Background: an optimization exercise with open tools, aiming at small area, a short achievable clock period and few clock cycles. Do not read the settings as production practice. The clock port is modelled as an ideal driver, which makes a skipped or thinned clock tree look cheaper than it is; a real chip needs a root buffer or a tree. Power and IR drop assume default switching activity.

## job 6168
==> flow/design.v <==
`timescale 1ps/1ps
module Conv(
    input clk,
    input rst,
    input in_st,
    input [7:0] din,
    output reg [15:0] dout,
    output reg out_st
);
reg [7:0] pix [0:15];
reg [9:0] upart, vreg, va;
reg [11:0] hpart;
reg [10:0] r_sr [0:10];
reg [6:0] cnt;
integer i;
always @(posedge clk) begin
    pix[0] <= din;
    for (i = 1; i < 16; i = i + 1)
        pix[i] <= pix[i-1];
    upart <= {1'b0, pix[7], 1'b0} + {2'b00, pix[15]};
    vreg <= upart + {2'b00, pix[0]};
    va <= vreg;
    hpart <= {1'b0, vreg, 1'b0} + {2'b00, va};
    r_sr[0] <= (hpart + {2'b00, vreg}) >> 1;
    for (i = 1; i < 11; i = i + 1)
        r_sr[i] <= r_sr[i-1];
end
reg [10:0] rsel;
always @(*) begin
    if (cnt >= 7'd32 && cnt < 7'd38)      rsel = r_sr[10];
    else if (cnt >= 7'd38 && cnt < 7'd44) rsel = r_sr[8];
    else if (cnt >= 7'd44 && cnt < 7'd50) rsel = r_sr[6];
    else if (cnt >= 7'd50 && cnt < 7'd56) rsel = r_sr[4];
    else if (cnt >= 7'd56 && cnt < 7'd62) rsel = r_sr[2];
    else                                   rsel = r_sr[0];
end
always @(posedge clk) begin
    dout <= {5'b00000, rsel};
end
always @(posedge clk) begin
    if (rst) begin
        cnt <= 7'd0;
        out_st <= 1'b0;
    end
    else begin
        if (in_st)
            cnt <= 7'd1;
        else if (cnt != 7'd0)
            cnt <= cnt + 7'd1;
        out_st <= (cnt == 7'd31);
    end
end
endmodule
Settings: LEC_CHECK=0, CAP_MARGIN=20, CORE_MARGIN=2, CORE_UTILIZATION=40, SETUP_SLACK_MARGIN=4.0, SLEW_MARGIN=20; clock period 6.0 ns.
standard.sh (not shown) runs the stock make flow with config.mk's settings and CLKGATE_MAP_FILE= SYNTH_SCRIPT=/design/flow/synth_recipe.tcl, a recipe that flattens the netlist after the stock synthesis.
==> flow/flow/run.sh <==
#!/bin/bash
# Standard ORFS layout, except that the clock tree is built by flow/mantree.tcl
# (four root buffers, each driving four leaf buffers) instead of ORFS's CTS,
# and synthesis leaves adders to ABC instead of mapping them to full-adder cells.
set -euo pipefail
HERE=$(cd "$(dirname "${BASH_SOURCE[0]}")" && pwd)
export PRE_CTS_TCL=$HERE/pre_cts.tcl
export MT_NX=4 MT_NY=4 MT_NROOT=4 MT_LEAF=sky130_fd_sc_hd__clkbuf_8 MT_ROOT=sky130_fd_sc_hd__clkbuf_8
bash standard.sh finish ADDER_MAP_FILE= > orfs_flow.log 2>&1
Other scripts of this flow, unchanged in this note and not shown: flow/flow/mantree.tcl, flow/flow/pre_cts.tcl
Job 6168 ran to completion and came out clean on the timing, design-rule and antenna checks.
Here is what was changed in the inputs of job 7898 compared with job 6168.
==> flow/design.v <==
`timescale 1ps/1ps
module Conv(
    input clk,
    input rst,
    input in_st,
    input [7:0] din,
    output reg [15:0] dout,
    output reg out_st
);
reg [7:0] pix [0:14];
reg [9:0] upart, vreg, va;
reg [11:0] hpart;
reg [10:0] r_sr [0:10];
reg [6:0] cnt;
integer i;
always @(posedge clk) begin
    pix[0] <= din;
    for (i = 1; i < 15; i = i + 1)
        pix[i] <= pix[i-1];
    upart <= {1'b0, pix[6], 1'b0} + {2'b00, pix[14]};
    vreg <= upart + {2'b00, din};
    va <= vreg;
    hpart <= {1'b0, vreg, 1'b0} + {2'b00, va};
    r_sr[0] <= (hpart + {2'b00, vreg}) >> 1;
    for (i = 1; i < 11; i = i + 1)
        r_sr[i] <= r_sr[i-1];
end
reg [10:0] rsel;
always @(*) begin
    if (cnt >= 7'd31 && cnt < 7'd37)      rsel = r_sr[10];
    else if (cnt >= 7'd37 && cnt < 7'd43) rsel = r_sr[8];
    else if (cnt >= 7'd43 && cnt < 7'd49) rsel = r_sr[6];
    else if (cnt >= 7'd49 && cnt < 7'd55) rsel = r_sr[4];
    else if (cnt >= 7'd55 && cnt < 7'd61) rsel = r_sr[2];
    else                                   rsel = r_sr[0];
end
always @(posedge clk) begin
    dout <= {5'b00000, rsel};
end
always @(posedge clk) begin
    if (rst) begin
        cnt <= 7'd0;
        out_st <= 1'b0;
    end
    else begin
        if (in_st)
            cnt <= 7'd1;
        else if (cnt != 7'd0)
            cnt <= cnt + 7'd1;
        out_st <= (cnt == 7'd30);
    end
end
endmodule
[summary]
When the final numbers for job 7898 and job 6168 were put side by side, the maximum number of pins on one net before global-route repair turned out to be smaller in job 7898.
Max synthesized instance count across job 7898 and job 6168: job 7898
Changes observed in job 7898 relative to job 6168: shortest period the worst path allows increased by 140 ps relative to the old numbers; cell area closely matched the old numbers; last weighted congestion value of the routability-driven placer increased by about 5% relative to the old numbers; fraction of met1 tracks used by global routing decreased by 0.93 points relative to the old numbers.
Compared with job 6168, maximum frequency in job 7898 decreased by a few percent.
On smallest hold slack, the lower figure sits with job 6168, not job 7898.
On final wirelength, job 7898 and job 6168 are basically level.
Comparing job 7898 against job 6168, there is no change at all in number of cells on the worst hold path.
Critical path launch point = dout[8]: job 6168; critical path launch point = din[0]: job 7898
Job 6168 has a higher final worst setup slack than job 7898.
Function was not checked in any run of this note: the RTL went through the layout flow alone. No run of this note takes its clock network from TritonCTS; it comes from the design's own scripts or RTL.

* * *

Another version of the RTL of Conv (not shown whole).
Size in the first run: about 670 cells after synthesis, ~300 flip-flops, about 28 I/O pins, ~7900 µm² of cells after synthesis.
==> module Conv, before the edit <==
module Conv(
    input clk,
    input rst,
    input in_st,
    input [7:0] din,
    output reg [15:0] dout,
    output reg out_st
);
reg [7:0] pix [0:15];
reg [9:0] upart, vreg, va;
reg [11:0] hpart;
reg [10:0] r_sr [0:9];
wire [12:0] hfull = add12(hpart, {2'b00, vreg});
wire [10:0] hsum = hfull[11:1];
reg [6:0] cnt;
integer i;
function [12:0] add12;
    input [11:0] a;
    input [11:0] b;
    integer i, k;
    reg [2:0] s0, s1;
    reg k0, k1, c, p;
    begin
        c = 1'b0;
        for (k = 0; k < 4; k = k + 1) begin
            k0 = 1'b0;
            k1 = 1'b1;
            for (i = 0; i < 3; i = i + 1) begin
                p = a[3*k+i] ^ b[3*k+i];
                s0[i] = p ^ k0;
                s1[i] = p ^ k1;
                k0 = (a[3*k+i] & b[3*k+i]) | (k0 & p);
                k1 = (a[3*k+i] & b[3*k+i]) | (k1 & p);
            end
            add12[3*k +: 3] = c ? s1 : s0;
            c = c ? k1 : k0;
        end
        add12[12] = c;
    end
endfunction
always @(posedge clk) begin
    pix[0] <= din;
    for (i = 1; i < 16; i = i + 1)
        pix[i] <= pix[i-1];
    upart <= add12({3'b000, pix[7], 1'b0}, {4'b0000, pix[15]});
    vreg <= add12({2'b00, upart}, {4'b0000, pix[0]});
    va <= vreg;
    hpart <= add12({1'b0, vreg, 1'b0}, {2'b00, va});
    r_sr[0] <= hsum;
    for (i = 1; i < 10; i = i + 1)
        r_sr[i] <= r_sr[i-1];
end
reg [10:0] rsel;
always @(*) begin
    if (cnt >= 7'd31 && cnt < 7'd37)      rsel = r_sr[9];
    else if (cnt >= 7'd37 && cnt < 7'd43) rsel = r_sr[7];
    else if (cnt >= 7'd43 && cnt < 7'd49) rsel = r_sr[5];
    else if (cnt >= 7'd49 && cnt < 7'd55) rsel = r_sr[3];
    else if (cnt >= 7'd55 && cnt < 7'd61) rsel = r_sr[1];
    else                                   rsel = hsum;
end
always @(posedge clk) begin
    dout <= {5'b00000, rsel};
end
always @(posedge clk) begin
    if (rst) begin
        cnt <= 7'd0;
        out_st <= 1'b0;
    end
    else begin
        if (in_st)
            cnt <= 7'd1;
        else if (cnt != 7'd0)
            cnt <= cnt + 7'd1;
        out_st <= (cnt == 7'd30);
    end
end
endmodule
clock: 6.0 ns
lec_check: 0
abc_area: 1
cap_margin: 20
core_margin: 2
core_utilization: 40
setup_slack_margin: 4.0
slew_margin: 20
Scripts as last shown in full above: flow/flow/run.sh
Other scripts of this flow, unchanged in this note and not shown: flow/flow/mantree.tcl, flow/flow/pre_cts.tcl
The starting point finished with timing, DRC and antenna clean.
Rerun with:
==> flow/design.v (replaced) <==
`timescale 1ps/1ps
module Conv(
    input clk,
    input rst,
    input in_st,
    input [7:0] din,
    output reg [15:0] dout,
    output reg out_st
);
reg [7:0] pix [0:14];
reg [9:0] upart, vreg, va;
reg [11:0] hpart;
reg [10:0] r_sr [0:10];
reg [6:0] cnt;
integer i;
always @(posedge clk) begin
    pix[0] <= din;
    for (i = 1; i < 15; i = i + 1)
        pix[i] <= pix[i-1];
    upart <= {1'b0, pix[6], 1'b0} + {2'b00, pix[14]};
    vreg <= upart + {2'b00, din};
    va <= vreg;
    hpart <= {1'b0, vreg, 1'b0} + {2'b00, va};
    r_sr[0] <= (hpart + {2'b00, vreg}) >> 1;
    for (i = 1; i < 11; i = i + 1)
        r_sr[i] <= r_sr[i-1];
end
reg [10:0] rsel;
always @(*) begin
    if (cnt >= 7'd31 && cnt < 7'd37)      rsel = r_sr[10];
    else if (cnt >= 7'd37 && cnt < 7'd43) rsel = r_sr[8];
    else if (cnt >= 7'd43 && cnt < 7'd49) rsel = r_sr[6];
    else if (cnt >= 7'd49 && cnt < 7'd55) rsel = r_sr[4];
    else if (cnt >= 7'd55 && cnt < 7'd61) rsel = r_sr[2];
    else                                   rsel = r_sr[0];
end
always @(posedge clk) begin
    dout <= {5'b00000, rsel};
end
always @(posedge clk) begin
    if (rst) begin
        cnt <= 7'd0;
        out_st <= 1'b0;
    end
    else begin
        if (in_st)
            cnt <= 7'd1;
        else if (cnt != 7'd0)
            cnt <= cnt + 7'd1;
        out_st <= (cnt == 7'd30);
    end
end
endmodule
Routed wire length came out higher by about a fifth.
Global-route usage grows by 0.42 points.
Core utilization fell by 1.4 points.
Cell count came out higher by roughly a tenth.
Sequential power stays flat.
Critical path depth went down by 12.
Design area climbs by a few percent.
First-iteration DRC count came out higher by well over a third.
Clock power climbs by a few percent.
Sequential share of layout area goes down by 2.6 points.
No functional check of the RTL was part of any run of this note. No run of this note takes its clock network from TritonCTS; it comes from the design's own scripts or RTL.

re-timing with driven ports:
Ports are ideal in the flow. The routed layouts listed here were re-timed in OpenROAD. Step 1, drivers: a clkbuf_16 drives clk and a buf_2 each remaining input, both assumed. Step 2 also shifts input and output timing later by t, the mid clock arrival at the registers, as if the neighbouring blocks saw the same clock. Three values: no drivers, after step 1, after step 2; two values: the first two.
run	t (ns)	setup WS [ns]	cell pins on the clock port's net
job 6168	0.380	4.022 / 3.958 / 3.781	4
job 7898	0.381	3.881 / 3.903 / 3.522	4
the first run of note 2	0.373	3.899 / 3.899 / 3.702	4
the second run of note 2	0.387	4.041 / 3.973 / 3.677	4
After both steps every run listed still meets setup and hold. The setup slack of the second run of note 2, which loses most, moves by -0.068 ns with the drivers and by -0.364 ns with both steps.
